Context: an optimization exercise on an open-source flow, tuned for small area, a short achievable clock period and few clock cycles per item. The choices shown serve that exercise and are no tape-out recipe. Where RTL was checked, it was by simulation tests only, not by an equivalence proof against the original. For runs 4 and 5, only the layout was checked, not whether the RTL still works. Power figures rest on the tool's default switching activity, not on a simulated workload.

## flow/design.v

```verilog
module comp_mult_top #(
parameter NO_MULT   = 4     ,  
parameter APB_BADDR = 0     ,  
parameter SYS_AW    = 16    ,  
parameter REG_DW    = 16       
)(
input                    clk         ,
input                    rst_n       ,
input      [ SYS_AW-1:0] apb_paddr   ,
input                    apb_psel    ,
input                    apb_penable ,
input                    apb_pwrite  ,
input      [REG_DW -1:0] apb_pwdata  ,
output                   apb_pready  ,
output reg [REG_DW -1:0] apb_prdata  ,
output reg               apb_pslverr ,
output reg               mem_ce      ,
output reg               mem_we      ,
output reg [SYS_AW -1:0] mem_addr    ,
output reg [     8 -1:0] mem_wr_data ,
input      [     8 -1:0] mem_rd_data
);
assign apb_pready = 1'b1;
wire        setup  = apb_psel & ~apb_penable;
wire [15:0] offs   = apb_paddr - APB_BADDR;
reg         wq, rq;                       
reg  [ 2:0] aq;                           
reg         okq;                          
always @(posedge clk or negedge rst_n)
if (~rst_n)                  begin wq <= 1'b0; rq <= 1'b0; end
else                         begin wq <= setup & apb_pwrite; rq <= setup & ~apb_pwrite; end
always @(posedge clk)        begin aq <= offs[2:0]; okq <= (offs[15:3] == 13'd0); end
wire a0 = okq & (aq == 3'd0);
wire a1 = okq & (aq == 3'd1);
wire a2 = okq & (aq == 3'd2);
wire a3 = okq & (aq == 3'd3);
wire a4 = okq & (aq == 3'd4);
wire a5 = okq & (aq == 3'd5);
wire a6 = okq & (aq == 3'd6);
wire wr_op1 = wq & a0;
wire wr_op2 = wq & a1;
wire wr_res = wq & a2;
wire wr_nop = wq & a3;
wire wr_cfg = wq & a4;
wire wr_sts = wq & a5;
wire rd_sts = rq & a5;
wire rd_st6 = rq & a6;
wire valid  = (wq & okq & (aq != 3'd6) & (aq != 3'd7)) | rd_sts | rd_st6;
reg  [15:0] pp1, pp2;
reg         sw;                           
reg  [15:0] no_op;
reg         cfg0, cfg1;                   
reg  [15:0] sts_stop;
reg  [ 4:0] jc;                           
reg         rv;                           
reg         cv;                           
reg         wv2;                          
reg  [15:0] cnt;                          
wire busy = rv | cv | wv2;
wire ph0 = ~jc[4] & ~jc[0];
wire ph1 =  jc[0] & ~jc[1];
wire ph2 =  jc[1] & ~jc[2];
wire ph3 =  jc[2] & ~jc[3];
wire ph4 =  jc[3] & ~jc[4];
wire ph5 =  jc[4] &  jc[0];
wire ph6 = ~jc[0] &  jc[1];
wire ph7 = ~jc[1] &  jc[2];
wire ph8 = ~jc[2] &  jc[3];
wire ph9 = ~jc[3] &  jc[4];
wire start_req = cfg0 & ~cfg1 & (no_op != 16'd0);
wire start_go  = start_req & ~busy;
wire finish    = busy & ph1 & ~rv & ~cv;
always @(posedge clk or negedge rst_n)
if (~rst_n)        apb_pslverr <= 1'b0;
else               apb_pslverr <= (wq | rq) & ~valid;
wire [15:0] addr_nx = mem_addr + {15'd0, mem_ce};    
wire t_a  = start_go | (rv & (ph1 | ph4 | ph6 | ph7));
wire t_b  = rv & ph3;
wire sel1 = sw ? t_b : t_a;
wire sel2 = sw ? t_a : t_b;
wire wr_p1 = sw ? wr_op2 : wr_op1;
wire wr_p2 = sw ? wr_op1 : wr_op2;
always @(posedge clk or negedge rst_n)
if (~rst_n)                  pp1 <= 16'd0;
else if (wr_p1)              pp1 <= apb_pwdata;
else if (sel1)               pp1 <= addr_nx;
always @(posedge clk or negedge rst_n)
if (~rst_n)                  pp2 <= 16'd0;
else if (wr_p2)              pp2 <= apb_pwdata;
else if (sel2)               pp2 <= addr_nx;
always @(posedge clk or negedge rst_n)
if (~rst_n)                  sw <= 1'b0;
else if (rv & ph9)           sw <= ~sw;                       
always @(posedge clk or negedge rst_n)
if (~rst_n)                  no_op <= 16'd0;
else if (wr_nop)             no_op <= apb_pwdata;
always @(posedge clk or negedge rst_n)
if (~rst_n)                  begin cfg0 <= 1'b0; cfg1 <= 1'b0; end
else if (start_req)          begin cfg0 <= 1'b0; cfg1 <= 1'b0; end
else if (wr_cfg)             begin cfg0 <= apb_pwdata[0]; cfg1 <= apb_pwdata[1]; end
always @(posedge clk or negedge rst_n)
if (~rst_n)                  sts_stop <= 16'd0;
else if (wr_sts)             sts_stop <= apb_pwdata;
else if (finish)             sts_stop <= 16'd1;
always @(posedge clk)
apb_prdata <= ({16{rd_sts}} & sts_stop) | {15'd0, rd_st6 & busy};
always @(posedge clk or negedge rst_n)
if (~rst_n)                  jc <= 5'b00000;
else if (start_go)           jc <= 5'b00011;                  
else                         jc <= {jc[3:0], ~jc[4]};
always @(posedge clk or negedge rst_n)
if (~rst_n)                  begin rv <= 1'b0; cv <= 1'b0; wv2 <= 1'b0; end
else if (start_go)           begin rv <= 1'b1; cv <= 1'b0; wv2 <= 1'b0; end
else if (finish)             wv2 <= 1'b0;
else if (ph9) begin
                             rv  <= rv & (cnt != no_op);
                             cv  <= rv;
                             wv2 <= cv;
end
always @(posedge clk)
if (start_go)                cnt <= 16'd1;
else if (ph9)                cnt <= cnt + 16'd1;
wire nx_rd = ph1 | ph2 | ph3 | ph6;                           
wire nx_wc = ph4 | ph5 | ph7 | ph8;                           
always @(posedge clk or negedge rst_n)
if (~rst_n)                  begin mem_ce <= 1'b0; mem_we <= 1'b0; end
else if (start_go)           begin mem_ce <= 1'b1; mem_we <= 1'b0; end
else begin
    mem_ce <= (nx_rd & rv) | (nx_wc & cv) | (ph9 & cv) | (ph0 & wv2);
    mem_we <= ~nx_rd;
end
always @(posedge clk or negedge rst_n)
if (~rst_n)                  mem_addr <= 16'd0;
else if (wr_res)             mem_addr <= apb_pwdata;
else if (sel1)               mem_addr <= pp1;
else if (sel2)               mem_addr <= pp2;
else                         mem_addr <= addr_nx;
reg  [7:0] x1, y1;            
reg  [7:0] qa, qb;            
reg        nx, ox, tx;        
reg        ny, oy, ty;        
reg        nxb, oxb, txb;     
reg        nyb, oyb, tyb;
reg  [8:0] ra, rb;            
wire step  = cv & (ph0 | ph1 | ph2 | ph3);    
function [10:0] row;          
    input [7:0] m;
    input       one, two, neg;
    row = (two ? {{2{m[7]}}, m, 1'b0} : (one ? {{3{m[7]}}, m} : 11'd0)) ^ {11{neg}};
endfunction
wire [10:0] ra1 = row(x1, ox, tx,  nx);
wire [10:0] ra2 = row(y1, oy, ty, ~ny);
wire [10:0] rb1 = row(x1, ~oyb, ~tyb, ~nyb);
wire [10:0] rb2 = row(y1, ~oxb, ~txb, ~nxb);
wire        first = ph0;      
wire [10:0] ae  = first ? 11'd0 : {{2{ra[8]}}, ra};
wire [10:0] be  = first ? 11'd0 : {{2{rb[8]}}, rb};
wire [10:0] sa1 = ae ^ ra1 ^ ra2;
wire [10:0] ca1 = {((ae & ra1) | (ae & ra2) | (ra1 & ra2)), nx};
wire [10:0] sb1 = be ^ rb1 ^ rb2;
wire [10:0] cb1 = {((be & rb1) | (be & rb2) | (rb1 & rb2)), ~nyb};
wire [10:0] suma = sa1 + ca1 + {10'd0, ~ny};
wire [10:0] sumb = sb1 + cb1 + {10'd0, ~nxb};
always @(posedge clk) begin
    if (ph3 & rv)            x1 <= mem_rd_data;
    if (ph4 & rv)            y1 <= mem_rd_data;
    if (ph5 & rv)            qa <= mem_rd_data;
    else if (step)           qa <= {suma[1:0], qa[7:2]};
    if (ph8 & rv)            qb <= mem_rd_data;
    else if (step)           qb <= {sumb[1:0], qb[7:2]};
    if (ph5 & rv) begin
                             nx  <=  mem_rd_data[1]; ox  <=  mem_rd_data[0]; tx  <=   mem_rd_data[1] & ~mem_rd_data[0];
                             nxb <= ~mem_rd_data[1]; oxb <= ~mem_rd_data[0]; txb <= ~(mem_rd_data[1] & ~mem_rd_data[0]);
    end else if (step) begin
                             nx  <=  qa[3]; ox  <=   qa[2] ^ qa[1];  tx  <=   (qa[3] & ~qa[2] & ~qa[1]) | (~qa[3] & qa[2] & qa[1]);
                             nxb <= ~qa[3]; oxb <= ~(qa[2] ^ qa[1]); txb <= ~((qa[3] & ~qa[2] & ~qa[1]) | (~qa[3] & qa[2] & qa[1]));
    end
    if (ph8 & rv) begin
                             ny  <=  mem_rd_data[1]; oy  <=  mem_rd_data[0]; ty  <=   mem_rd_data[1] & ~mem_rd_data[0];
                             nyb <= ~mem_rd_data[1]; oyb <= ~mem_rd_data[0]; tyb <= ~(mem_rd_data[1] & ~mem_rd_data[0]);
    end else if (step) begin
                             ny  <=  qb[3]; oy  <=   qb[2] ^ qb[1];  ty  <=   (qb[3] & ~qb[2] & ~qb[1]) | (~qb[3] & qb[2] & qb[1]);
                             nyb <= ~qb[3]; oyb <= ~(qb[2] ^ qb[1]); tyb <= ~((qb[3] & ~qb[2] & ~qb[1]) | (~qb[3] & qb[2] & qb[1]));
    end
    if (step)                begin ra <= suma[10:2]; rb <= sumb[10:2]; end
end
wire [7:0] xr_hi = ra[7:0];
wire [7:0] yr_hi = rb[7:0];
always @(posedge clk)
if (ph4)                     mem_wr_data <= qa;                                    
else if (ph5)                mem_wr_data <= xr_hi;                                 
else if (ph7)                mem_wr_data <= {6'd0, xr_hi[7], xr_hi[7]};            
else if (ph8)                mem_wr_data <= qb;                                    
else if (ph9)                mem_wr_data <= yr_hi;                                 
else                         mem_wr_data <= {6'd0, mem_wr_data[7], mem_wr_data[7]};  
endmodule  
```

## flow/flow/run.sh

```bash
#!/bin/bash
# Standard layout, with the port buffers made of sky130_fd_sc_hd__buf_2 and a larger setup repair margin.
set -euo pipefail
export BUFFER_PORTS_ARGS="-buffer_cell sky130_fd_sc_hd__buf_2"
export SETUP_SLACK_MARGIN=7.2
bash standard.sh > standard_flow.log 2>&1
```

## flow/standard.sh

```bash
#!/bin/bash
# synth_recipe.tcl (not shown) runs the flow's synth.tcl, then flattens the netlist and writes it again
# the make line also repeats each setting of config.mk as NAME=value (left out here)
make -C /OpenROAD-flow-scripts/flow DESIGN_CONFIG=/design/flow/config.mk WORK_HOME=/design/flow/orfs CLKGATE_MAP_FILE= SYNTH_SCRIPT=/design/flow/synth_recipe.tcl "${@:-finish}"
```

## flow/config.mk

```make
export PLATFORM = sky130hd
export DESIGN_NAME = comp_mult_top
export DESIGN_NICKNAME = comp_mult_top
export VERILOG_FILES = /design/flow/design.v
export SDC_FILE = /design/flow/constraint.sdc
export NUM_CORES = 4
export LEC_CHECK = 0
export ABC_AREA = 1
export CAP_MARGIN = 20
export CORE_MARGIN = 2
export CORE_UTILIZATION = 50
export SLEW_MARGIN = 20
```

## flow/constraint.sdc

```tcl
create_clock -name core_clock -period 10.0 [get_ports {clk}]
set_input_delay 2.0000 -clock core_clock [delete_from_list [all_inputs] [get_ports {clk}]]
set_output_delay 2.0000 -clock core_clock [all_outputs]
set_load 0.01 [all_outputs]
```

==> results of run 1 <==
## layout make-up
cell class / instances / share of cell area [%]
clock buffer: 18 / 3.29
clock inverter: 14 / 1.03
sequential: 200 / 39.1
inverter: 225 / 6.51
tap: 280 / 2.68
multi-input combinational: 876 / 40.0
timing repair buffer: 143 / 7.42
## cells in the final DEF (no fill, tap or decap), types with 5 or more instances in the layout
cell	count
sky130_fd_sc_hd__buf_2	69
sky130_fd_sc_hd__dfrtp_1	92
sky130_fd_sc_hd__o21ai_2	5
sky130_fd_sc_hd__inv_1	208
sky130_fd_sc_hd__buf_6	18
sky130_fd_sc_hd__nand2_2	9
sky130_fd_sc_hd__xor2_1	61
sky130_fd_sc_hd__nand3_1	77
sky130_fd_sc_hd__dfxtp_1	32
sky130_fd_sc_hd__o21ai_0	68
sky130_fd_sc_hd__xnor2_1	13
sky130_fd_sc_hd__ha_1	16
sky130_fd_sc_hd__nor2_2	6
sky130_fd_sc_hd__dfxtp_2	12
sky130_fd_sc_hd__a31oi_1	10
sky130_fd_sc_hd__inv_2	16
sky130_fd_sc_hd__nand2_4	7
sky130_fd_sc_hd__nand4_1	10
sky130_fd_sc_hd__a21oi_1	42
sky130_fd_sc_hd__nor2_1	102
sky130_fd_sc_hd__clkbuf_16	17
sky130_fd_sc_hd__a21oi_2	9
sky130_fd_sc_hd__nand2_1	287
sky130_fd_sc_hd__edfxtp_1	60
sky130_fd_sc_hd__fa_1	18
sky130_fd_sc_hd__buf_4	56
sky130_fd_sc_hd__o211ai_2	9
sky130_fd_sc_hd__nor3_1	18
sky130_fd_sc_hd__o21ai_1	12
sky130_fd_sc_hd__o22ai_1	40
## registers in the layout, indices dropped and copies added (netlist names), 9 cells and up
register	cells
apb_prdata	16
cnt	16
mem_addr	16
no_op	16
pp1	16
pp2	16
sts_stop	16
ra	9
rb	9
## logic make-up (layout without fill, tap and decap cells)
group,after synthesis,after routing,synth area share [%]
XOR/XNOR,76,76,5.99
adder cells (fa/ha/maj),43,43,6.32
AO/OA/AOI/OAI,215,215,11.5
buffers and inverters,267,400,9.61
flip-flops,200,200,45.7
AND/OR/NAND/NOR,541,541,20.9
other,1,1,0.0337
## metrics by stage
step                hold slack, ns  util (%)  setup slack [ns]  instance area [um^2]
detailed placement           0.470      54.0              6.67                 11800
floorplan                    0.443         -              7.00                 11200
CTS                          0.491      58.5              6.90                 12800
finish                       0.483      59.8              6.94                 13100
global route                 0.507      59.8              6.78                 13100
global placement             0.464      54.0              6.69                 11800
## what timing repair did
action | CTS | global route
pin swaps | 15 | 25
buffers inserted | 38 | 12
endpoints found under the setup margin | 88 | 132
hold endpoints to repair | 0 | 0
gates resized for setup | 34 | 46
## worst max-delay path by stage
stage,endpoint,startpoint,depth (start not counted),slack (ns)
after floorplan,ra[6]$_DFFE_PP_,tx$_DFFE_PP_,16,7.00
after global placement,rb[8]$_DFFE_PP_,jc[4]$_DFF_PN0_,14,6.69
final,ra[6]$_DFFE_PP_,y1[0]$_DFFE_PP_,14,6.94
after global routing,rb[8]$_DFFE_PP_,oxb$_DFFE_PP_,14,6.78
after detailed placement,rb[8]$_DFFE_PP_,jc[4]$_DFF_PN0_,14,6.67
after CTS,ra[6]$_DFFE_PP_,tx$_DFFE_PP_,16,6.90
## metal layers
layer  up-vias  GRT usage [%]
met1      4324           32.2
li1       4562              -
met4         0           10.3
met5         -              0
met2       275           44.6
met3        66           3.49
## worst max-delay path, cell delays in order (launching register included)
cell	delay (ns)
sky130_fd_sc_hd__edfxtp_1	0.42
sky130_fd_sc_hd__inv_1	0.17
sky130_fd_sc_hd__nor2_2	0.06
sky130_fd_sc_hd__xor2_1	0.16
sky130_fd_sc_hd__fa_1	0.56
sky130_fd_sc_hd__inv_2	0.05
sky130_fd_sc_hd__fa_2	0.35
sky130_fd_sc_hd__fa_2	0.37
sky130_fd_sc_hd__nand3_2	0.07
sky130_fd_sc_hd__nand3_2	0.07
sky130_fd_sc_hd__nand2_1	0.07
sky130_fd_sc_hd__nand2_1	0.07
sky130_fd_sc_hd__a21oi_2	0.18
sky130_fd_sc_hd__o21ai_2	0.08
sky130_fd_sc_hd__xor2_1	0.14
## report_power, final
part	switching [uW]	total, uW	leakage [uW]	internal, uW
sequential	3.72	844	0.00185	841
clock	346	678	0.000279	332
combinational	37.2	59.8	0.00428	22.7
total	387	1580	0.00641	1200
==> flow_summary.toml, run 1 <==
[timing]
relSlewSlack_pct = 33.5
finalWorstPathRequiredPeriod_ns = 3.06
fin_crit_sh_pct = 30.6
achievable-frequency_mhz = 326
setup_total_negative_slack_ns = 0
report.final.slew_viol_count = 0
hold_viol_final = 0
rsz0062_at_grt = "true"
setup-violations-final = 0
worst_pin_slew_ns = 0.994
fin_worst_skew_ns = 0.0188

[worst_hold_path]
end_of_the_worst_hold_path = "apb_prdata[13]$_DFF_P_"
worst_hold_startpoint = "sts_stop[13]$_DFFE_PN0P_"
min_path_cells = 2
worstHoldPathType = "flip-flop to flip-flop"

[drt]
drc = 0
via_count = 9227
dr.max_layer_used = "met4"
firstDrtPassIters = 7
wl_met2_um = 14800
routed-wl-met3_um = 1380
wirelength_met1_um = 12700
wire_per_inst_um = 17.0
ant_nets = 0
drt-initial-drc-count = 547
wirelength_um = 29800
route.detailed.vias_per_inst = 5.25

[setup_path]
crit-reg2reg-launch = "y1[0]$_DFFE_PP_"
regToRegSetupSlack_ns = 6.94
crit_end_category = "flip-flop"
worstPathMaxFanout = 3
worst_setup_path_start_kind = "flip-flop"
r2r_end = "ra[6]$_DFFE_PP_"
timing.reg2reg.worst_path_depth = 14
worstSetupPathType = "flip-flop to flip-flop"
worst-endpoint-required_ns = 10.19
worstPathArrival_ns = 3.26

[power]
leakage_uw = 0.00641
p_per_area_nw_per_um2 = 121
irDropWorstVdd_uv = 104
finalPower_uw = 1580

[synthesis]
synthDominantCellAreaShare_pct = 21.6
synthesis.area_per_instance_um2 = 8.28
synthCells = 1343
number_of_synthesized_flops_with_an_enable_pin = 60
portion_of_the_post_synthesis_area_used_by_sequential_elements_pct = 45.7
synth.top_cells.by_area = "sky130_fd_sc_hd__dfrtp_1, sky130_fd_sc_hd__edfxtp_1, sky130_fd_sc_hd__nand2_1"
number_of_synthesized_register_bits = 200
synth_area_leader_cell = "sky130_fd_sc_hd__dfrtp_1"
ys_types = 49
synthArstFlopShare_pct = 48.0
synth.cell_area_um2 = 11100
synth.yosys.warnings = 1
synth.net_count = 1431
post-synth-top-count-cell = "sky130_fd_sc_hd__nand2_1"
synthFlopType = "sky130_fd_sc_hd__dfrtp_1"
yosys-top-cells-count = "sky130_fd_sc_hd__nand2_1, sky130_fd_sc_hd__inv_1, sky130_fd_sc_hd__nor2_1"

[final_layout]
number_of_diodes = 0
multi_input_comb_area_um2 = 5220
final_nets = 1551
layout-area-overhead-vs-synth_pct = 17.4
layout.filler_cells = 1996
area.sequential_um2 = 5100
final_layout_size_suffix_gt1_share_pct = 19.3
instances_no_fill = 1756

[clock_network]
cts-buffers-inserted = 17
clock_tree_sinks = 200
root_buffer = "sky130_fd_sc_hd__clkbuf_16"
clock_insertion_delay_worst_skew_ns = 0.44
cts.clk_slew.worst_paths_ns = 0.08
clockBufferDepth = 2
ctsHoldBuffers = 0
cts.htree.levels = 4
tritoncts = "built"

[global_route]
grt_max_degree = 52
first_pass_grt_wire_length_um = 46800
grt_remaining_overflow = 0
grt.total_usage_pct = 25.6
number_of_global_route_vias_before_repair = 9006
grt_antenna_before_repair = 0

[placed_design]
hpwlAfterDp_um = 21100
count_of_port_buffers_added_during_placement = 87
gp_congestion = 0.887
place.detailed.instances = 1674

[die]
placement_rows = 54
placeableCoreArea_um2 = 21800
start_util_pct = 51.0
ioPinCount = 89
die_height_um = 153
chipWidth_um = 153
die_area_um2 = 23500

[outcome]
run_status = "no timing/DRC/antenna violations"

[flow_run]
maxCapViolations = 0
Testbench counts, summed over its fixed seeds: cycles 14,058, items 1,337.
==> run 2: changes to the inputs <==
--- a/flow/flow/run.sh
+++ b/flow/flow/run.sh
@@ -4,3 +4,3 @@
 export BUFFER_PORTS_ARGS="-buffer_cell sky130_fd_sc_hd__buf_2"
-export SETUP_SLACK_MARGIN=7.2
+export SETUP_SLACK_MARGIN=6.95
 bash standard.sh > standard_flow.log 2>&1
==> flow_summary.toml, run 2 <==
[timing]
setup_total_negative_slack_ns = 0
hold_viol_final = 0
rsz0062_at_grt = "true"
worst_pin_slew_ns = 0.977
final_worst_hold_slack_ns = 0.485
fin_crit_sh_pct = 30.7
finalWorstPathRequiredPeriod_ns = 3.07
report.final.slew_viol_count = 0
achievable-frequency_mhz = 325
layout_setup_ws_ns = 6.93
setup-violations-final = 0
fin_worst_skew_ns = 0.0147
relSlewSlack_pct = 34.7

[global_route]
grt_antenna_before_repair = 0
grt_busiest_layer = "met2"
grt.total_usage_pct = 25.2
globalRouteMet1Util_pct = 33.0
grt_remaining_overflow = 0
first_pass_grt_wire_length_um = 46500
global_route.usage.met3_pct = 3.80
number_of_global_route_vias_before_repair = 8746
use_met2_pct = 42.7
grt_max_degree = 83

[drt]
via_count = 9113
wirelength_um = 29200
wire_per_inst_um = 16.8
drt-initial-drc-count = 752
drc = 0
firstDrtPassIters = 8
route.detailed.vias_per_inst = 5.24
ant_nets = 0

[clock_network]
cts.clk_slew.worst_paths_ns = 0.08
clock_tree_sinks = 200
cts-buffers-inserted = 17
cts.htree.levels = 4
root_buffer = "sky130_fd_sc_hd__clkbuf_16"
clock_insertion_delay_worst_skew_ns = 0.46
clockBufferDepth = 2
ctsHoldBuffers = 0
tritoncts = "built"

[setup_path]
regToRegSetupSlack_ns = 6.93
r2r_end = "rb[8]$_DFFE_PP_"
crit-reg2reg-launch = "oyb$_DFFE_PP_"
critical_path_s_top_delay_family = "adder cells"
crit_path_cell_trace = "nor2_2 -> nand2_2 -> xnor2_2 -> fa_1 -> fa_2 -> fa_2 -> o21ai_2 -> nand2_1 -> nand2_2 -> a21oi_2 -> o21ai_2 -> nand2_1 -> nand2_1 -> nand2_1"
critical_path.endpoint = "rb[8]$_DFFE_PP_"
cp_launch_point = "oyb$_DFFE_PP_"
path_common_cell = "sky130_fd_sc_hd__nand2_1"
path_depth = 14
worst_setup_path_start_kind = "flip-flop"
timing.reg2reg.worst_path_depth = 14
path_buf_inv = 0
worstSetupPathType = "flip-flop to flip-flop"
worst-endpoint-required_ns = 10.22
critical_path.max_stage_delay_ns = 0.46
crit_end_category = "flip-flop"
worstPathMaxFanout = 2
worstPathArrival_ns = 3.29
cp_slowest_cell = "sky130_fd_sc_hd__fa_1"

[flow_run]
maxCapViolations = 0

[synthesis]
portion_of_the_post_synthesis_area_used_by_sequential_elements_pct = 45.7
number_of_synthesized_flops_with_an_enable_pin = 60
synthDominantCellAreaShare_pct = 21.6
synthesis.area_per_instance_um2 = 8.28
synth_area_leader_cell = "sky130_fd_sc_hd__dfrtp_1"
synth.yosys.warnings = 1
synthCells = 1343
synth.cell_area_um2 = 11100
synth.net_count = 1431
synth.top_cells.by_area = "sky130_fd_sc_hd__dfrtp_1, sky130_fd_sc_hd__edfxtp_1, sky130_fd_sc_hd__nand2_1"
synthArstFlopShare_pct = 48.0
ys_types = 49
number_of_synthesized_register_bits = 200
synthFlopType = "sky130_fd_sc_hd__dfrtp_1"
post-synth-top-count-cell = "sky130_fd_sc_hd__nand2_1"
yosys-top-cells-count = "sky130_fd_sc_hd__nand2_1, sky130_fd_sc_hd__inv_1, sky130_fd_sc_hd__nor2_1"

[final_layout]
fin_util_pct = 58.5
layout.filler_cells = 2019
layout-area-overhead-vs-synth_pct = 14.7
highest_count_cells_in_the_layout_ignoring_fill_and_taps = "sky130_fd_sc_hd__nand2_1, sky130_fd_sc_hd__inv_1, sky130_fd_sc_hd__nor2_1"
number_of_diodes = 0
area.sequential_um2 = 5090
final_nets = 1533
final_layout_size_suffix_gt1_share_pct = 16.3
layout_commonest_cell = "sky130_fd_sc_hd__nand2_1"
multi_input_comb_area_um2 = 5130

[placed_design]
hpwlAfterDp_um = 20600
gp_congestion = 0.895
count_of_port_buffers_added_during_placement = 87
pre_cts_ws_ns = 6.24

[power]
power.clock.fraction_pct = 44.5
leakage_uw = 0.00629
comb_power_share_pct = 3.5
p_per_area_nw_per_um2 = 127
seqPwrFrac_pct = 52.0
power.net_switching_uw = 418
irDropWorstVdd_uv = 108
sw_frac_of_total_pct = 25.8
internal_power_consumption_uw = 1210

[die]
die_area_um2 = 23500
placeableCoreArea_um2 = 21800
die_height_um = 153
chipWidth_um = 153
start_util_pct = 51.0
ioPinCount = 89
placement_rows = 54

[worst_hold_path]
worstHoldPathType = "flip-flop to flip-flop"

[outcome]
run_status = "no timing/DRC/antenna violations"
-- run 2: changes by cell type in the layout (fill, tap and decap cells not counted), moves of 4 or more --
cell,change
sky130_fd_sc_hd__buf_4,-18
sky130_fd_sc_hd__buf_2,+17
sky130_fd_sc_hd__buf_6,-17
sky130_fd_sc_hd__dfxtp_1,+12
sky130_fd_sc_hd__dfxtp_2,-12
sky130_fd_sc_hd__inv_1,+7
sky130_fd_sc_hd__inv_2,-7
sky130_fd_sc_hd__ha_1,+4
sky130_fd_sc_hd__inv_12,+4
-- run 2: per-layer routing --
layer / routed length (um) / share of wire [%]
met5: 0 / 0
met4: 886 / 3.0
met3: 1450 / 4.9
met2: 14400 / 49
met1: 12500 / 43
-- run 2: power by group through the flow --
stage	Clock [uW]	Combinational, uW	Sequential, uW
global route	762	63.8	844
detailed placement	0	50.2	864
finish	723	56.5	844
CTS	733	56.3	844
global placement	0	49.7	864
floorplan	0	17.4	864
-- run 2: kinds of logic (layout without fill, tap and decap cells) --
family                   after synthesis  count (layout)  share of synthesized area [%]
AO/OA/AOI/OAI                        215             215                           11.5
XOR/XNOR                              76              76                           5.99
adder cells (fa/ha/maj)               43              43                           6.32
buffers and inverters                267             382                           9.61
flip-flops                           200             200                           45.7
other                                  1               1                         0.0337
AND/OR/NAND/NOR                      541             541                           20.9
-- run 2: timing repair --
action                     CTS  global route
pin swaps                   11            16
buffers inserted            28             5
setup endpoints to repair   31            38
resized for setup           17            19
-- run 2: metrics by stage --
| stage | instances | power [uW] | instance area [um^2] |
|---|---|---|---|
| 3_3_place_gp | 1673 | 914 | 11800 |
| 4_1_cts | 1733 | 1630 | 12600 |
| 2_1_floorplan | 1343 | 881 | 11200 |
| 6_report | 1738 | 1620 | 12800 |
| 3_5_place_dp | 1673 | 914 | 11800 |
| 5_1_grt | 1738 | 1670 | 12800 |
-- run 2: worst register-to-register path, delay by kind of cell (launching register included) --
| kind | cells | cell delay, ns |
|---|---|---|
| XOR/XNOR | 1 | 0.19 |
| flip-flops | 1 | 0.44 |
| AO/OA/AOI/OAI | 3 | 0.39 |
| AND/OR/NAND/NOR | 7 | 0.60 |
| adder cells (fa/ha/maj) | 3 | 1.22 |
-- run 2: cell type report --
class / count / area share (%)
Clock buffer: 17 / 3.33
Clock inverter: 15 / 1.46
Inverter: 225 / 6.66
Multi-Input combinational cell: 876 / 40.2
Sequential cell: 200 / 39.9
Tap cell: 280 / 2.75
Timing Repair Buffer: 125 / 5.70
-- run 2: how the worst min path moves through the flow --
stage	from	end	slack [ns]	cells past startpoint
2_1_floorplan	sts_stop[0]$_DFFE_PN0P_	apb_prdata[0]$_DFF_P_	0.44	2
3_3_place_gp	sts_stop[10]$_DFFE_PN0P_	apb_prdata[10]$_DFF_P_	0.47	2
4_1_cts	sts_stop[13]$_DFFE_PN0P_	apb_prdata[13]$_DFF_P_	0.49	2
5_1_grt	sts_stop[12]$_DFFE_PN0P_	apb_prdata[12]$_DFF_P_	0.52	2
3_5_place_dp	sts_stop[13]$_DFFE_PN0P_	apb_prdata[13]$_DFF_P_	0.47	2
6_report	sts_stop[8]$_DFFE_PN0P_	apb_prdata[8]$_DFF_P_	0.49	2
==> run 3: changes to the inputs <==
==> flow/flow/run.sh (replaced) <==
#!/bin/bash
set -euo pipefail
export BUFFER_PORTS_ARGS="-buffer_cell sky130_fd_sc_hd__buf_2"
export SETUP_SLACK_MARGIN=6.95
bash standard.sh > standard_flow.log 2>&1
==> flow_summary.toml, run 3 <==
[global_route]
number_of_global_route_vias_before_repair = 8746
grt_max_degree = 83
grt.total_usage_pct = 25.2
grt_antenna_before_repair = 0
first_pass_grt_wire_length_um = 46500
grt_remaining_overflow = 0

[drt]
wire_per_inst_um = 16.8
via_count = 9113
drc = 0
route.detailed.vias_per_inst = 5.24
drt-initial-drc-count = 752
wirelength_um = 29200
firstDrtPassIters = 8
ant_nets = 0

[synthesis]
synthDominantCellAreaShare_pct = 21.6
number_of_synthesized_register_bits = 200
portion_of_the_post_synthesis_area_used_by_sequential_elements_pct = 45.7
synth.net_count = 1431
synth.yosys.warnings = 1
yosys-top-cells-count = "sky130_fd_sc_hd__nand2_1, sky130_fd_sc_hd__inv_1, sky130_fd_sc_hd__nor2_1"
synth_area_leader_cell = "sky130_fd_sc_hd__dfrtp_1"
synthArstFlopShare_pct = 48.0
synthesis.area_per_instance_um2 = 8.28
synth.top_cells.by_area = "sky130_fd_sc_hd__dfrtp_1, sky130_fd_sc_hd__edfxtp_1, sky130_fd_sc_hd__nand2_1"
synth.cell_area_um2 = 11100
number_of_synthesized_flops_with_an_enable_pin = 60
synthCells = 1343
synthFlopType = "sky130_fd_sc_hd__dfrtp_1"
ys_types = 49
post-synth-top-count-cell = "sky130_fd_sc_hd__nand2_1"

[final_layout]
final_nets = 1533
layout-area-overhead-vs-synth_pct = 14.7
instances_no_fill = 1738
finished_cell_area_um2 = 12800
highest_count_cells_in_the_layout_ignoring_fill_and_taps = "sky130_fd_sc_hd__nand2_1, sky130_fd_sc_hd__inv_1, sky130_fd_sc_hd__nor2_1"
final_layout_size_suffix_gt1_share_pct = 16.3
number_of_diodes = 0
layout.filler_cells = 2019
layout_commonest_cell = "sky130_fd_sc_hd__nand2_1"

[timing]
relSlewSlack_pct = 34.7
report.final.slew_viol_count = 0
setup-violations-final = 0
finalWorstPathRequiredPeriod_ns = 3.07
hold_viol_final = 0
fin_crit_sh_pct = 30.7
setup_total_negative_slack_ns = 0
achievable-frequency_mhz = 325
rsz0062_at_grt = "true"
fin_worst_skew_ns = 0.0147
worst_pin_slew_ns = 0.977
final_worst_hold_slack_ns = 0.485

[clock_network]
cts-buffers-inserted = 17
tritoncts = "built"
clock_tree_sinks = 200
root_buffer = "sky130_fd_sc_hd__clkbuf_16"
clockBufferDepth = 2
clock_insertion_delay_worst_skew_ns = 0.46
cts.htree.levels = 4
cts.clk_slew.worst_paths_ns = 0.08

[placed_design]
place.detailed.instances = 1673
count_of_port_buffers_added_during_placement = 87
detailed_place.area_um2 = 11800
gp_congestion = 0.895
hpwlAfterDp_um = 20600

[setup_path]
cp_launch_point = "oyb$_DFFE_PP_"
cp_slowest_cell = "sky130_fd_sc_hd__fa_1"
worstSetupPathType = "flip-flop to flip-flop"
worstPathArrival_ns = 3.29
worst_setup_path_start_kind = "flip-flop"
crit_end_category = "flip-flop"
crit-reg2reg-launch = "oyb$_DFFE_PP_"
worstPathMaxFanout = 2
path_common_cell = "sky130_fd_sc_hd__nand2_1"
critical_path.max_stage_delay_ns = 0.46
critical_path_s_top_delay_family = "adder cells"
crit_path_cell_trace = "nor2_2 -> nand2_2 -> xnor2_2 -> fa_1 -> fa_2 -> fa_2 -> o21ai_2 -> nand2_1 -> nand2_2 -> a21oi_2 -> o21ai_2 -> nand2_1 -> nand2_1 -> nand2_1"
worst-endpoint-required_ns = 10.22
path_buf_inv = 0

[die]
placeableCoreArea_um2 = 21800
placement_rows = 54
die_height_um = 153
die_area_um2 = 23500
start_util_pct = 51.0
chipWidth_um = 153
ioPinCount = 89

[worst_hold_path]
worstHoldPathType = "flip-flop to flip-flop"
worst_hold_startpoint = "sts_stop[8]$_DFFE_PN0P_"

[flow_run]
maxCapViolations = 0

[power]
finalPower_uw = 1620
irDropWorstVdd_uv = 108
p_per_area_nw_per_um2 = 127
leakage_uw = 0.00629

[outcome]
run_status = "no timing/DRC/antenna violations"
-- run 3: stage by stage --
| step | utilization [%] | worst slack [ns] |
|---|---|---|
| after floorplan | - | 6.92 |
| after global placement | 53.9 | 6.36 |
| after detailed placement | 53.9 | 6.24 |
| after CTS | 57.9 | 6.89 |
| after global routing | 58.5 | 6.74 |
| final | 58.5 | 6.93 |
-- run 3: cells by family after synthesis --
logic type               share of synthesized area [%]
flip-flops                                        45.7
AO/OA/AOI/OAI                                     11.5
adder cells (fa/ha/maj)                           6.32
XOR/XNOR                                          5.99
AND/OR/NAND/NOR                                   20.9
buffers and inverters                             9.61
other                                           0.0337
-- run 3: final cells by class --
cell class                 count  area (um^2)  share of cell area [%]
clock buffer                  17          425                    3.33
tap                          280          350                    2.75
clock inverter                15          186                    1.46
timing repair buffer         125          727                    5.70
sequential                   200         5090                    39.9
inverter                     225          850                    6.66
multi-input combinational    876         5130                    40.2
-- run 3: routing by layer --
metal / global-route usage (%) / share of wire [%] / up-vias
met5: 0 / 0 / -
li1: - / - / 4523
met3: 3.80 / 4.9 / 53
met4: 9.13 / 3.0 / 0
met1: 33.0 / 43 / 4289
met2: 42.7 / 49 / 248
-- run 3: worst reg2reg max path, cell delays in order, from the launching register on --
cell                       delay [ns]
sky130_fd_sc_hd__edfxtp_1        0.44
sky130_fd_sc_hd__nor2_2          0.18
sky130_fd_sc_hd__nand2_2         0.10
sky130_fd_sc_hd__xnor2_2         0.19
sky130_fd_sc_hd__fa_1            0.46
sky130_fd_sc_hd__fa_2            0.37
sky130_fd_sc_hd__fa_2            0.39
sky130_fd_sc_hd__o21ai_2         0.18
sky130_fd_sc_hd__nand2_1         0.08
sky130_fd_sc_hd__nand2_2         0.07
sky130_fd_sc_hd__a21oi_2         0.06
sky130_fd_sc_hd__o21ai_2         0.15
sky130_fd_sc_hd__nand2_1         0.07
sky130_fd_sc_hd__nand2_1         0.06
sky130_fd_sc_hd__nand2_1         0.04
-- run 3: power breakdown --
part,total (uW),switching [uW],leakage [uW],internal [uW]
Combinational,56.5,36.7,0.00415,19.8
Sequential,844,3.38,0.00185,840
Clock,723,378,0.000291,345
-- run 3: worst paths after layout --
kind                            cells after the start               endpoint  slack, ns
worst min register to register                      2  apb_prdata[8]$_DFF_P_       0.49
worst max register to register                     14        rb[8]$_DFFE_PP_       6.93
worst min-delay path                                2  apb_prdata[8]$_DFF_P_       0.49
min in group asynchronous                           1  apb_pslverr$_DFF_PN0_       1.38
worst max-delay path                               14        rb[8]$_DFFE_PP_       6.93
max in group asynchronous                           2  mem_addr[3]$_DFF_PN0_       7.56
-- run 3: what timing repair did --
action	CTS	global route
resized for setup	17	19
endpoints found under the setup margin	31	38
pin swaps	11	16
hold buffers	0	0
buffers inserted	28	5
==> run 4: changes to the inputs <==
--- a/flow/design.v
+++ b/flow/design.v
@@ -170,15 +170,12 @@
     else if (step)           qb <= {sumb[1:0], qb[7:2]};
-    if (ph5 & rv) begin
-                             nx  <=  mem_rd_data[1]; ox  <=  mem_rd_data[0]; tx  <=   mem_rd_data[1] & ~mem_rd_data[0];
-                             nxb <= ~mem_rd_data[1]; oxb <= ~mem_rd_data[0]; txb <= ~(mem_rd_data[1] & ~mem_rd_data[0]);
-    end else if (step) begin
+    if (step) begin
                              nx  <=  qa[3]; ox  <=   qa[2] ^ qa[1];  tx  <=   (qa[3] & ~qa[2] & ~qa[1]) | (~qa[3] & qa[2] & qa[1]);
                              nxb <= ~qa[3]; oxb <= ~(qa[2] ^ qa[1]); txb <= ~((qa[3] & ~qa[2] & ~qa[1]) | (~qa[3] & qa[2] & qa[1]));
-    end
-    if (ph8 & rv) begin
-                             ny  <=  mem_rd_data[1]; oy  <=  mem_rd_data[0]; ty  <=   mem_rd_data[1] & ~mem_rd_data[0];
-                             nyb <= ~mem_rd_data[1]; oyb <= ~mem_rd_data[0]; tyb <= ~(mem_rd_data[1] & ~mem_rd_data[0]);
-    end else if (step) begin
                              ny  <=  qb[3]; oy  <=   qb[2] ^ qb[1];  ty  <=   (qb[3] & ~qb[2] & ~qb[1]) | (~qb[3] & qb[2] & qb[1]);
                              nyb <= ~qb[3]; oyb <= ~(qb[2] ^ qb[1]); tyb <= ~((qb[3] & ~qb[2] & ~qb[1]) | (~qb[3] & qb[2] & qb[1]));
+    end else begin
+                             nx  <=  qa[1]; ox  <=  qa[0]; tx  <=   qa[1] & ~qa[0];
+                             nxb <= ~qa[1]; oxb <= ~qa[0]; txb <= ~(qa[1] & ~qa[0]);
+                             ny  <=  qb[1]; oy  <=  qb[0]; ty  <=   qb[1] & ~qb[0];
+                             nyb <= ~qb[1]; oyb <= ~qb[0]; tyb <= ~(qb[1] & ~qb[0]);
     end
==> flow_summary.toml, run 4 <==
[outcome]
run_status = "no timing/DRC/antenna violations"

[die]
die_area_um2 = 23400
start_util_pct = 50.8
ioPinCount = 89
placeableCoreArea_um2 = 21800
placement_rows = 54
die_height_um = 153
chipWidth_um = 153

[clock_network]
root_buffer = "sky130_fd_sc_hd__clkbuf_16"
clock_tree_sinks = 202
cts-buffers-inserted = 23
clockBufferDepth = 3
ctsHoldBuffers = 0
clock_insertion_delay_worst_skew_ns = 0.51
tritoncts = "built"
cts.clk_slew.worst_paths_ns = 0.06
cts.htree.levels = 1

[timing]
report.final.slew_viol_count = 0
hold_viol_final = 0
achievable-frequency_mhz = 324
worst_pin_slew_ns = 0.925
fin_crit_sh_pct = 30.9
fin_worst_skew_ns = 0.0210
relSlewSlack_pct = 38.1
setup-violations-final = 0
finalWorstPathRequiredPeriod_ns = 3.09
rsz0062_at_grt = "true"
setup_total_negative_slack_ns = 0

[synthesis]
portion_of_the_post_synthesis_area_used_by_sequential_elements_pct = 45.3
synth.yosys.warnings = 1
synth-simple-area-share_pct = 19.9
synthesis.area_per_instance_um2 = 8.47
number_of_synthesized_flops_with_an_enable_pin = 50
yosys-top-cells-count = "sky130_fd_sc_hd__nand2_1, sky130_fd_sc_hd__inv_1, sky130_fd_sc_hd__nor2_1"
synthFlopType = "sky130_fd_sc_hd__dfrtp_1"
synth.top_cells.by_area = "sky130_fd_sc_hd__dfrtp_1, sky130_fd_sc_hd__edfxtp_1, sky130_fd_sc_hd__dfxtp_1"
synth.cell_area_um2 = 11100
yosys.area_share.xor_xnor_pct = 5.76
compound_gate_fraction_of_synth_area_pct = 13.1
synth.net_count = 1397
post-synth-top-count-cell = "sky130_fd_sc_hd__nand2_1"
synthArstFlopShare_pct = 47.5
number_of_synthesized_register_bits = 202
synth_area_leader_cell = "sky130_fd_sc_hd__dfrtp_1"
synth_top_family_by_area = "simple AND/OR/NAND/NOR gates"
synth_adder_area_share_pct = 6.34
muxShareOfSynthArea_pct = 0.102
synthDominantCellAreaShare_pct = 21.7
ys_types = 57
synthCells = 1309

[setup_path]
worstSetupPathType = "flip-flop to output pin"
r2r_end = "rb[6]$_DFFE_PP_"
crit_end_category = "output pin"
path_buf_inv = 1
timing.reg2reg.worst_path_depth = 14
crit-reg2reg-launch = "txb$_DFF_P_"
worstPathMaxFanout = 3
worstPathArrival_ns = 1.09
crit_path_cell_trace = "buf_2"
critical_path.max_stage_delay_ns = 0.42
critical_path_s_top_delay_family = "flip-flops"
regToRegSetupSlack_ns = 6.96
worst_setup_path_start_kind = "flip-flop"
cp_slowest_cell = "sky130_fd_sc_hd__dfrtp_1"
worst-endpoint-required_ns = 8.00

[global_route]
grt.total_usage_pct = 24.5
number_of_global_route_vias_before_repair = 8814
grt_remaining_overflow = 0
grt_max_degree = 51
first_pass_grt_wire_length_um = 45900
grt_antenna_before_repair = 0

[placed_design]
gp_congestion = 0.861
count_of_port_buffers_added_during_placement = 87
hpwlAfterDp_um = 21200

[final_layout]
final_layout_size_suffix_gt1_share_pct = 17.9
layout-area-overhead-vs-synth_pct = 16.2
number_of_diodes = 0
layout_commonest_cell = "sky130_fd_sc_hd__nand2_1"
final_nets = 1507
layout.filler_cells = 1989
highest_count_cells_in_the_layout_ignoring_fill_and_taps = "sky130_fd_sc_hd__nand2_1, sky130_fd_sc_hd__inv_1, sky130_fd_sc_hd__nor2_1"

[power]
finalPower_uw = 1790
p_per_area_nw_per_um2 = 139
leakage_uw = 0.00638
irDropWorstVdd_uv = 139

[drt]
firstDrtPassIters = 5
wirelength_um = 29200
via_count = 9022
ant_nets = 0
drt-initial-drc-count = 687
wire_per_inst_um = 17.1
drc = 0
route.detailed.vias_per_inst = 5.26

[worst_hold_path]
end_of_the_worst_hold_path = "apb_prdata[3]$_DFF_P_"
worst_hold_startpoint = "sts_stop[3]$_DFFE_PN0P_"
min_path_cells = 2
worstHoldPathType = "flip-flop to flip-flop"

[flow_run]
maxCapViolations = 0
-- run 4: through the flow --
| step | utilization [%] | instances | hold WS (ns) | instance area, um^2 | setup WS, ns |
|---|---|---|---|---|---|
| after floorplan | - | 1309 | 0.450 | 11100 | 6.96 |
| after global placement | 53.7 | 1641 | 0.466 | 11700 | 6.73 |
| after detailed placement | 53.7 | 1641 | 0.465 | 11700 | 6.64 |
| after CTS | 57.9 | 1698 | 0.483 | 12600 | 6.90 |
| after global routing | 59.0 | 1714 | 0.501 | 12900 | 6.83 |
| final | 59.0 | 1714 | 0.481 | 12900 | 6.91 |
-- run 4: power by group --
group / total (uW) / switching [uW] / internal, uW / leakage (uW)
clock network: 825 / 328 / 496 / 0.000373
registers: 865 / 9.85 / 855 / 0.00187
logic: 103 / 62.5 / 40.3 / 0.00413
total: 1790 / 401 / 1390 / 0.00638
-- run 4: layer usage --
layer / wire [um] / GRT usage (%)
met1: 12000 / 30.1
met2: 14800 / 43.9
met3: 1300 / 3.12
met4: 1080 / 9.26
met5: 0 / 0
-- run 4: layout make-up --
class / count / area, um^2 / area share, %
multi-input cells: 840 / 5160 / 40.0
flip-flops and latches: 202 / 5040 / 39.1
inverters: 229 / 878 / 6.82
repair buffers: 123 / 721 / 5.59
clock buffers: 33 / 683 / 5.30
well taps: 280 / 350 / 2.72
clock inverters: 7 / 58.8 / 0.456
-- run 4: cells by family after synthesis --
family / after synthesis
AOI/OAI and AO/OA: 222
xor gates and xnor gates: 73
adders and majority gates: 43
buffers and inverters: 267
DFF: 202
muxes: 1
other: 1
and+or+nand+nor: 500
-- run 4: what timing repair did --
item                       in CTS  in global routing
pin swaps                       3                 17
gates resized for setup        19                 32
setup endpoints to repair      22                 56
gates cloned                    0                  0
buffers inserted               17                 16
-- run 4: worst max-delay path by stage --
stage                                 from               to  slack [ns]  cells after the start
floorplan                       ty$_DFF_P_  ra[8]$_DFFE_PP_        6.96                     17
CTS                 mem_addr[13]$_DFF_PN0_     mem_addr[13]        6.90                      1
global placement           jc[4]$_DFF_PN0_  rb[8]$_DFFE_PP_        6.73                     14
global route                   txb$_DFF_P_  rb[8]$_DFFE_PP_        6.83                     15
finish              mem_addr[13]$_DFF_PN0_     mem_addr[13]        6.91                      1
detailed placement         jc[4]$_DFF_PN0_  rb[8]$_DFFE_PP_        6.64                     14
==> run 5: changes to the inputs <==
==> flow/flow/run.sh (replaced) <==
#!/bin/bash
set -euo pipefail
export BUFFER_PORTS_ARGS="-buffer_cell sky130_fd_sc_hd__buf_2"
export SETUP_SLACK_MARGIN=6.85
bash standard.sh > standard_flow.log 2>&1
==> flow_summary.toml, run 5 <==
[global_route]
grt_remaining_overflow = 0
grt.total_usage_pct = 24.1
grt_max_degree = 51
grt_antenna_before_repair = 0
number_of_global_route_vias_before_repair = 8566
first_pass_grt_wire_length_um = 45000

[setup_path]
cp_slowest_cell = "sky130_fd_sc_hd__dfrtp_1"
worst-endpoint-required_ns = 8.00
worstPathMaxFanout = 2
critical_path.max_stage_delay_ns = 0.43
worstPathArrival_ns = 1.11
critical_path_s_top_delay_family = "flip-flops"
worst_setup_path_start_kind = "flip-flop"
crit_end_category = "output pin"
path_buf_inv = 1
regToRegSetupSlack_ns = 6.98
worstSetupPathType = "flip-flop to output pin"
crit_path_cell_trace = "buf_2"

[final_layout]
area.sequential_um2 = 5040
fin_util_pct = 57.8
number_of_diodes = 0
highest_count_cells_in_the_layout_ignoring_fill_and_taps = "sky130_fd_sc_hd__nand2_1, sky130_fd_sc_hd__inv_1, sky130_fd_sc_hd__nor2_1"
layout_commonest_cell = "sky130_fd_sc_hd__nand2_1"
finished_cell_area_um2 = 12600
layout-area-overhead-vs-synth_pct = 13.7
multi_input_comb_area_um2 = 5080
instances_no_fill = 1690
final_nets = 1481
layout.filler_cells = 2052
final_layout_size_suffix_gt1_share_pct = 15.0

[placed_design]
gp_congestion = 0.881
detailed_place.area_um2 = 11700
hpwlAfterDp_um = 20900
place.detailed.instances = 1641
count_of_port_buffers_added_during_placement = 87

[synthesis]
post-synth-top-count-cell = "sky130_fd_sc_hd__nand2_1"
ys_types = 57
number_of_synthesized_register_bits = 202
synth.net_count = 1397
synthesis.area_per_instance_um2 = 8.47
synthArstFlopShare_pct = 47.5
synthFlopType = "sky130_fd_sc_hd__dfrtp_1"
synth.top_cells.by_area = "sky130_fd_sc_hd__dfrtp_1, sky130_fd_sc_hd__edfxtp_1, sky130_fd_sc_hd__dfxtp_1"
portion_of_the_post_synthesis_area_used_by_sequential_elements_pct = 45.3
synthCells = 1309
number_of_synthesized_flops_with_an_enable_pin = 50
synth.cell_area_um2 = 11100
synthDominantCellAreaShare_pct = 21.7
yosys-top-cells-count = "sky130_fd_sc_hd__nand2_1, sky130_fd_sc_hd__inv_1, sky130_fd_sc_hd__nor2_1"
synth.yosys.warnings = 1
synth_area_leader_cell = "sky130_fd_sc_hd__dfrtp_1"

[drt]
route.detailed.vias_per_inst = 5.25
wirelength_um = 28500
drc = 0
wire_per_inst_um = 16.9
drt-initial-drc-count = 526
ant_nets = 0
via_count = 8869
firstDrtPassIters = 5

[flow_run]
maxCapViolations = 0

[timing]
hold_viol_final = 0
worst_pin_slew_ns = 0.967
finalWorstPathRequiredPeriod_ns = 3.11
relSlewSlack_pct = 35.4
final_worst_hold_slack_ns = 0.484
setup_total_negative_slack_ns = 0
setup-violations-final = 0
fin_worst_skew_ns = 0.0129
achievable-frequency_mhz = 321
fin_crit_sh_pct = 31.1
rsz0062_at_grt = "true"
report.final.slew_viol_count = 0

[clock_network]
cts.htree.levels = 1
ctsHoldBuffers = 0
cts.clk_slew.worst_paths_ns = 0.06
clockBufferDepth = 3
tritoncts = "built"
root_buffer = "sky130_fd_sc_hd__clkbuf_16"
clock_insertion_delay_worst_skew_ns = 0.52
cts-buffers-inserted = 23
clock_tree_sinks = 202

[die]
die_area_um2 = 23400
start_util_pct = 50.8
placeableCoreArea_um2 = 21800
chipWidth_um = 153
ioPinCount = 89
placement_rows = 54
die_height_um = 153

[outcome]
run_status = "no timing/DRC/antenna violations"

[worst_hold_path]
worstHoldPathType = "flip-flop to flip-flop"

[power]
leakage_uw = 0.00623
p_per_area_nw_per_um2 = 143
irDropWorstVdd_uv = 156
==> run 5: what timing repair did <==
item | CTS | global route
gates resized for setup | 17 | 18
endpoints found under the hold margin | 0 | 0
pin swaps | 2 | 1
buffers inserted | 1 | 6
setup endpoints to repair | 6 | 35
==> run 5: logic make-up after synthesis <==
logic type                 Yosys count  share of synthesized area [%]
AOI/OAI and AO/OA                  222                           13.1
xor gates and xnor gates            73                           5.76
adders and majority gates           43                           6.34
buffers and inverters              267                           9.52
DFF                                202                           45.3
muxes                                1                          0.102
other                                1                         0.0338
and+or+nand+nor                    500                           19.9
==> run 5: final timing paths <==
path	start	cells after the start	end
setup / recovery	mem_ce$_DFF_PN0_	1	mem_ce
hold / removal	sts_stop[8]$_DFFE_PN0P_	2	apb_prdata[8]$_DFF_P_
setup reg to reg	tyb$_DFF_P_	15	rb[8]$_DFFE_PP_
hold reg to reg	sts_stop[8]$_DFFE_PN0P_	2	apb_prdata[8]$_DFF_P_
max in group asynchronous	rst_n	2	pp1[1]$_DFFE_PN0P_
min in group asynchronous	rst_n	1	no_op[9]$_DFFE_PN0P_
==> run 5: final cells by class <==
type	instances	area share [%]
Clock buffer	34	5.21
Clock inverter	8	0.754
Inverter	229	6.94
Multi-Input combinational cell	840	40.3
Sequential cell	202	39.9
Tap cell	280	2.78
Timing Repair Buffer	97	4.07
==> run 5: through the flow <==
step	setup WS [ns]	power, uW
4_1_cts	6.86	1820
6_report	6.89	1800
5_1_grt	6.78	1860
3_3_place_gp	6.52	972
2_1_floorplan	6.84	927
3_5_place_dp	6.45	973
==> run 5: power breakdown <==
group	leakage (uW)	switching (uW)	total [uW]	internal, uW
registers	0.00187	12.5	868	855
clock network	0.000367	337	843	506
logic	0.00399	56.8	87.9	31.1
==> run 5: per-layer routing <==
metal | GRT usage (%) | wire length, um
met5 | 0 | 0
met1 | 30.1 | 12000
met3 | 3.09 | 1220
met2 | 43.2 | 14300
met4 | 8.11 | 979
==> run 5: tightest hold or removal path: stages, from the launching register on <==
cell and delay, ns:
sky130_fd_sc_hd__dfrtp_1 0.32, sky130_fd_sc_hd__inv_1 0.05, sky130_fd_sc_hd__nor2_1 0.08
==> run 6: changes to the inputs <==
--- a/flow/design.v
+++ b/flow/design.v
@@ -141,4 +141,2 @@
 reg        ny, oy, ty;        
-reg        nxb, oxb, txb;     
-reg        nyb, oyb, tyb;
 reg  [8:0] ra, rb;            
@@ -152,4 +150,4 @@
 wire [10:0] ra2 = row(y1, oy, ty, ~ny);
-wire [10:0] rb1 = row(x1, ~oyb, ~tyb, ~nyb);
-wire [10:0] rb2 = row(y1, ~oxb, ~txb, ~nxb);
+wire [10:0] rb1 = row(x1, oy, ty, ny);
+wire [10:0] rb2 = row(y1, ox, tx, nx);
 wire        first = ph0;      
@@ -160,5 +158,5 @@
 wire [10:0] sb1 = be ^ rb1 ^ rb2;
-wire [10:0] cb1 = {((be & rb1) | (be & rb2) | (rb1 & rb2)), ~nyb};
+wire [10:0] cb1 = {((be & rb1) | (be & rb2) | (rb1 & rb2)), ny};
 wire [10:0] suma = sa1 + ca1 + {10'd0, ~ny};
-wire [10:0] sumb = sb1 + cb1 + {10'd0, ~nxb};
+wire [10:0] sumb = sb1 + cb1 + {10'd0, nx};
 always @(posedge clk) begin
@@ -172,10 +170,6 @@
                              nx  <=  qa[3]; ox  <=   qa[2] ^ qa[1];  tx  <=   (qa[3] & ~qa[2] & ~qa[1]) | (~qa[3] & qa[2] & qa[1]);
-                             nxb <= ~qa[3]; oxb <= ~(qa[2] ^ qa[1]); txb <= ~((qa[3] & ~qa[2] & ~qa[1]) | (~qa[3] & qa[2] & qa[1]));
                              ny  <=  qb[3]; oy  <=   qb[2] ^ qb[1];  ty  <=   (qb[3] & ~qb[2] & ~qb[1]) | (~qb[3] & qb[2] & qb[1]);
-                             nyb <= ~qb[3]; oyb <= ~(qb[2] ^ qb[1]); tyb <= ~((qb[3] & ~qb[2] & ~qb[1]) | (~qb[3] & qb[2] & qb[1]));
     end else begin
                              nx  <=  qa[1]; ox  <=  qa[0]; tx  <=   qa[1] & ~qa[0];
-                             nxb <= ~qa[1]; oxb <= ~qa[0]; txb <= ~(qa[1] & ~qa[0]);
                              ny  <=  qb[1]; oy  <=  qb[0]; ty  <=   qb[1] & ~qb[0];
-                             nyb <= ~qb[1]; oyb <= ~qb[0]; tyb <= ~(qb[1] & ~qb[0]);
     end
==> flow_summary.toml, run 6 <==
[clock_network]
clockBufferDepth = 2
tritoncts = "built"
cts-buffers-inserted = 17
root_buffer = "sky130_fd_sc_hd__clkbuf_16"
clock_tree_sinks = 196
cts.htree.levels = 4
cts.clk_slew.worst_paths_ns = 0.07
clock_insertion_delay_worst_skew_ns = 0.44
ctsHoldBuffers = 0

[setup_path]
critical_path_s_top_delay_family = "flip-flops"
worstSetupPathType = "flip-flop to output pin"
path_buf_inv = 1
cp_slowest_cell = "sky130_fd_sc_hd__dfrtp_1"
worstPathMaxFanout = 5
crit_path_cell_trace = "buf_2"
worst-endpoint-required_ns = 8.00
critical_path.max_stage_delay_ns = 0.44
worst_setup_path_start_kind = "flip-flop"
crit_end_category = "output pin"
worstPathArrival_ns = 1.04

[timing]
setup_total_negative_slack_ns = 0
achievable-frequency_mhz = 329
rsz0062_at_grt = "true"
setup-violations-final = 0
worst_pin_slew_ns = 0.946
hold_viol_final = 0
finalWorstPathRequiredPeriod_ns = 3.04
relSlewSlack_pct = 36.7
report.final.slew_viol_count = 0
fin_worst_skew_ns = 0.0125
fin_crit_sh_pct = 30.4

[flow_run]
maxCapViolations = 0

[global_route]
grt_antenna_before_repair = 0
grt_max_degree = 65
grt_remaining_overflow = 0
first_pass_grt_wire_length_um = 43300
grt.total_usage_pct = 24.8
number_of_global_route_vias_before_repair = 7967

[power]
power.clock.fraction_pct = 45.4
finalPower_uw = 1600
power.net_switching_uw = 356
leakage_uw = 0.00595
p_per_area_nw_per_um2 = 130
sw_frac_of_total_pct = 22.2
internal_power_consumption_uw = 1240
seqPwrFrac_pct = 51.6
irDropWorstVdd_uv = 114
comb_power_share_pct = 3.1

[placed_design]
gp_congestion = 0.919
count_of_port_buffers_added_during_placement = 87
hpwlAfterDp_um = 20100

[synthesis]
number_of_synthesized_register_bits = 196
portion_of_the_post_synthesis_area_used_by_sequential_elements_pct = 45.0
ys_types = 54
synth.cell_area_um2 = 10900
yosys-top-cells-count = "sky130_fd_sc_hd__nand2_1, sky130_fd_sc_hd__inv_1, sky130_fd_sc_hd__dfrtp_1, sky130_fd_sc_hd__nor2_1, sky130_fd_sc_hd__nand3_1"
synth_area_leader_cell = "sky130_fd_sc_hd__dfrtp_1"
synth.yosys.warnings = 1
number_of_synthesized_flops_with_an_enable_pin = 50
synth.top_cells.by_area = "sky130_fd_sc_hd__dfrtp_1, sky130_fd_sc_hd__edfxtp_1, sky130_fd_sc_hd__dfxtp_1"
synthFlopType = "sky130_fd_sc_hd__dfrtp_1"
synth.net_count = 1366
post-synth-top-count-cell = "sky130_fd_sc_hd__nand2_1"
synthesis.area_per_instance_um2 = 8.53
synthCells = 1278
synthArstFlopShare_pct = 49.0
synthDominantCellAreaShare_pct = 22.0

[die]
die_height_um = 152
placeableCoreArea_um2 = 21600
placement_rows = 54
chipWidth_um = 152
die_area_um2 = 23000
start_util_pct = 50.4
ioPinCount = 89

[final_layout]
highest_count_cells_in_the_layout_ignoring_fill_and_taps = "sky130_fd_sc_hd__nand2_1, sky130_fd_sc_hd__inv_1, sky130_fd_sc_hd__dfrtp_1"
final_nets = 1444
area.sequential_um2 = 4910
number_of_diodes = 0
final_layout_size_suffix_gt1_share_pct = 16.8
multi_input_comb_area_um2 = 5110
layout-area-overhead-vs-synth_pct = 13.0
layout.filler_cells = 2010
layout_commonest_cell = "sky130_fd_sc_hd__nand2_1"

[drt]
via_count = 8649
wirelength_um = 28000
firstDrtPassIters = 5
wire_per_inst_um = 17.0
drt-initial-drc-count = 480
route.detailed.vias_per_inst = 5.24
drc = 0
ant_nets = 0

[worst_hold_path]
worstHoldPathType = "flip-flop to flip-flop"

[outcome]
run_status = "no timing/DRC/antenna violations"
## run 6: cell count changes after synthesis, sizes merged, moves of 4 or more
| cell | change |
|---|---|
| inv | -20 |
| nand2 | -14 |
| o21ai | +10 |
| a21oi | -8 |
| buf | +6 |
| clkbuf | -6 |
| dfxtp | -6 |
| nand3 | +6 |
| xnor2 | +6 |
| o211ai | -5 |
| or2 | +5 |
| nor2 | -4 |
| nor3 | -4 |
## run 6: cell type report
| class | instances | share of cell area, % |
|---|---|---|
| Tap cell | 280 | 2.84 |
| Timing Repair Buffer | 97 | 4.17 |
| Clock inverter | 12 | 1.12 |
| Sequential cell | 196 | 39.9 |
| Inverter | 210 | 6.50 |
| Multi-Input combinational cell | 834 | 41.5 |
| Clock buffer | 20 | 3.97 |
## run 6: logic make-up (layout without fill, tap and decap cells)
group / count (synthesis) / in the layout / synth area share, %
and+or+nand+nor: 492 / 492 / 20.2
xor gates and xnor gates: 78 / 78 / 6.27
other: 1 / 1 / 0.0344
adders and majority gates: 43 / 43 / 6.45
muxes: 3 / 3 / 0.310
DFF: 196 / 196 / 45.0
buffers and inverters: 248 / 339 / 9.20
AOI/OAI and AO/OA: 217 / 217 / 12.6
## run 6: worst paths after layout
check / depth (start not counted) / slack (ns) / startpoint / end
worst max register to register: 16 / 7.00 / ty$_DFF_P_ / rb[8]$_DFFE_PP_
worst min-delay path: 2 / 0.48 / sts_stop[8]$_DFFE_PN0P_ / apb_prdata[8]$_DFF_P_
max in group asynchronous: 2 / 7.29 / rst_n / no_op[10]$_DFFE_PN0P_
min in group asynchronous: 1 / 1.51 / rst_n / jc[0]$_DFF_PN0_
worst max-delay path: 1 / 6.96 / mem_addr[11]$_DFF_PN0_ / mem_addr[11]
worst min register to register: 2 / 0.48 / sts_stop[8]$_DFFE_PN0P_ / apb_prdata[8]$_DFF_P_
## run 6: metrics by stage
step / cell area (um^2) / hold slack (ns) / setup slack (ns) / util, % / instances
2_1_floorplan: 10900 / 0.450 / 6.87 / - / 1278
3_3_place_gp: 11500 / 0.465 / 6.33 / 53.2 / 1611
3_5_place_dp: 11500 / 0.469 / 6.25 / 53.2 / 1611
4_1_cts: 12200 / 0.488 / 6.84 / 56.4 / 1645
5_1_grt: 12300 / 0.505 / 6.81 / 57.0 / 1649
6_report: 12300 / 0.484 / 6.96 / 57.0 / 1649
## run 6: timing repair
action,CTS,global route
resized for setup,17,21
pin swaps,1,5
buffers inserted,2,4
setup endpoints to repair,16,6
## run 6: metal layers
| metal | vias to the layer above | track usage (%) | part of all wire, % |
|---|---|---|---|
| met3 | 28 | 2.75 | 4.3 |
| met1 | 4089 | 34.2 | 44 |
| li1 | 4313 | - | - |
| met2 | 219 | 41.6 | 50 |
| met5 | - | 0 | 0 |
| met4 | 0 | 6.67 | 1.4 |
## run 6: tightest hold or removal path, cell delays in order (launching register included)
cell	delay (ns)
sky130_fd_sc_hd__dfrtp_1	0.32
sky130_fd_sc_hd__inv_1	0.05
sky130_fd_sc_hd__nor2_1	0.08
## run 6: power by group through the flow
stage | Clock (uW) | Combinational (uW) | Sequential [uW]
after CTS | 736 | 50.1 | 825
after floorplan | 0 | 15.9 | 843
after global placement | 0 | 49.8 | 842
after global routing | 770 | 55.6 | 826
after detailed placement | 0 | 49.9 | 842
final | 726 | 49.0 | 825
Testbench counts of run 6, summed over its fixed seeds: cycles 14,058, items 1,337.
==> run 7: changes to the inputs <==
==> flow/flow/run.sh (replaced) <==
#!/bin/bash
set -euo pipefail
export BUFFER_PORTS_ARGS="-buffer_cell sky130_fd_sc_hd__buf_2"
export SETUP_SLACK_MARGIN=6.95
bash standard.sh > standard_flow.log 2>&1
==> flow_summary.toml, run 7 <==
[global_route]
grt.total_usage_pct = 25.2
first_pass_grt_wire_length_um = 43900
grt_remaining_overflow = 0
grt_max_degree = 52
number_of_global_route_vias_before_repair = 8165
grt_antenna_before_repair = 0

[setup_path]
critical_path_s_top_delay_family = "flip-flops"
crit_path_cell_trace = "buf_2"
worstSetupPathType = "flip-flop to output pin"
worstPathArrival_ns = 1.03
worst_setup_path_start_kind = "flip-flop"
path_buf_inv = 1
cp_slowest_cell = "sky130_fd_sc_hd__dfrtp_1"
worst-endpoint-required_ns = 8.00
worstPathMaxFanout = 4
critical_path.max_stage_delay_ns = 0.43
crit_end_category = "output pin"

[flow_run]
maxCapViolations = 0

[die]
placeableCoreArea_um2 = 21600
die_area_um2 = 23000
chipWidth_um = 152
ioPinCount = 89
start_util_pct = 50.4
placement_rows = 54
die_height_um = 152

[drt]
route.detailed.vias_per_inst = 5.32
ant_nets = 0
via_count = 8889
wirelength_um = 28300
drc = 0
drt-initial-drc-count = 574
firstDrtPassIters = 7
wire_per_inst_um = 17.0

[final_layout]
final_nets = 1466
instances_no_fill = 1672
highest_count_cells_in_the_layout_ignoring_fill_and_taps = "sky130_fd_sc_hd__nand2_1, sky130_fd_sc_hd__inv_1, sky130_fd_sc_hd__dfrtp_1"
final_layout_size_suffix_gt1_share_pct = 18.5
fin_util_pct = 57.7
layout_commonest_cell = "sky130_fd_sc_hd__nand2_1"
layout-area-overhead-vs-synth_pct = 14.3

[clock_network]
cts.htree.levels = 4
clock_insertion_delay_worst_skew_ns = 0.44
tritoncts = "built"
root_buffer = "sky130_fd_sc_hd__clkbuf_16"
clock_tree_sinks = 196
cts-buffers-inserted = 17
cts.clk_slew.worst_paths_ns = 0.08
clockBufferDepth = 2

[synthesis]
yosys-top-cells-count = "sky130_fd_sc_hd__nand2_1, sky130_fd_sc_hd__inv_1, sky130_fd_sc_hd__dfrtp_1, sky130_fd_sc_hd__nor2_1, sky130_fd_sc_hd__nand3_1"
portion_of_the_post_synthesis_area_used_by_sequential_elements_pct = 45.0
compound_gate_fraction_of_synth_area_pct = 12.6
number_of_synthesized_register_bits = 196
synth_area_leader_cell = "sky130_fd_sc_hd__dfrtp_1"
synth_adder_area_share_pct = 6.45
synth.cell_area_um2 = 10900
synthArstFlopShare_pct = 49.0
synth-simple-area-share_pct = 20.2
synth.net_count = 1366
yosys.area_share.xor_xnor_pct = 6.27
post-synth-top-count-cell = "sky130_fd_sc_hd__nand2_1"
synthDominantCellAreaShare_pct = 22.0
synth.top_cells.by_area = "sky130_fd_sc_hd__dfrtp_1, sky130_fd_sc_hd__edfxtp_1, sky130_fd_sc_hd__dfxtp_1"
synthFlopType = "sky130_fd_sc_hd__dfrtp_1"
synthCells = 1278
ys_types = 54
synthesis.area_per_instance_um2 = 8.53
synth_top_family_by_area = "simple AND/OR/NAND/NOR gates"
muxShareOfSynthArea_pct = 0.310
number_of_synthesized_flops_with_an_enable_pin = 50
synth.yosys.warnings = 1

[timing]
setup_total_negative_slack_ns = 0
hold_viol_final = 0
fin_crit_sh_pct = 30.3
achievable-frequency_mhz = 330
rsz0062_at_grt = "true"
setup-violations-final = 0
worst_pin_slew_ns = 0.956
fin_worst_skew_ns = 0.0145
relSlewSlack_pct = 36.1
report.final.slew_viol_count = 0
finalWorstPathRequiredPeriod_ns = 3.03

[worst_hold_path]
worstHoldPathType = "flip-flop to flip-flop"

[power]
p_per_area_nw_per_um2 = 124
irDropWorstVdd_uv = 100
finalPower_uw = 1550
leakage_uw = 0.00604

[placed_design]
place.detailed.instances = 1611
gp_congestion = 0.900
hpwlAfterDp_um = 20200
count_of_port_buffers_added_during_placement = 87

[outcome]
run_status = "no timing/DRC/antenna violations"
[run 7: cell types whose count changed in the layout (fill, tap and decap cells not counted), sizes merged]
cell and change:
diode +1, clkinvlp -3, clkinv +3, buf +22, inv +1, clkbuf +1, bufinv -2
[run 7: layout make-up]
type	count	area, um^2
fillers	1990	9160
well taps	280	350
clock inverters	11	91.3
repair buffers	119	691
multi-input cells	834	5130
flip-flops and latches	196	4910
diodes	1	2.50
inverters	210	802
clock buffers	21	480
[run 7: layer usage]
metal | wire length, um | up-vias | global-route usage (%) | share of wire (%)
met2 | 14200 | 278 | 43.1 | 50
met3 | 1500 | 49 | 4.10 | 5.3
met4 | 638 | 0 | 8.61 | 2.3
met5 | 0 | - | 0 | 0
met1 | 12000 | 4200 | 32.5 | 42
li1 | - | 4362 | - | -
[run 7: repair_timing]
item / 4_1_cts / 5_1_grt
gates resized for setup: 19 / 25
pin swaps: 3 / 13
setup buffers: 3 / 25
setup endpoints to repair: 16 / 14
gates cloned: 0 / 0
hold buffers: 0 / 0
[run 7: kinds of logic after synthesis]
family,Yosys count
compound gates,217
xor+xnor,78
mux,3
flops,196
buf+inv,248
simple gates,492
fa+ha+maj,43
other cells,1
[run 7: report_power, final]
group	switching [uW]	total [uW]	leakage [uW]	internal [uW]
clock network	324	675	0.000283	351
registers	5.22	825	0.00182	819
logic	34.6	52.0	0.00393	17.4
total	364	1550	0.00604	1190
[run 7: worst paths after layout]
kind	startpoint	end	slack [ns]	cells after the start
worst min-delay path	sts_stop[6]$_DFFE_PN0P_	apb_prdata[6]$_DFF_P_	0.49	2
worst max-delay path	mem_addr[13]$_DFF_PN0_	mem_addr[13]	6.97	1
worst min register to register	sts_stop[6]$_DFFE_PN0P_	apb_prdata[6]$_DFF_P_	0.49	2
worst max register to register	tx$_DFF_P_	rb[5]$_DFFE_PP_	6.98	14
min in group asynchronous	rst_n	jc[3]$_DFF_PN0_	1.59	1
max in group asynchronous	rst_n	sts_stop[6]$_DFFE_PN0P_	7.34	2
[run 7: stage by stage]
| step | hold slack, ns | setup slack, ns | cell area (um^2) |
|---|---|---|---|
| final | 0.486 | 6.97 | 12500 |
| after detailed placement | 0.467 | 6.39 | 11500 |
| after CTS | 0.477 | 6.95 | 12200 |
| after global routing | 0.514 | 6.80 | 12500 |
| after global placement | 0.463 | 6.46 | 11500 |
| after floorplan | 0.450 | 6.97 | 10900 |
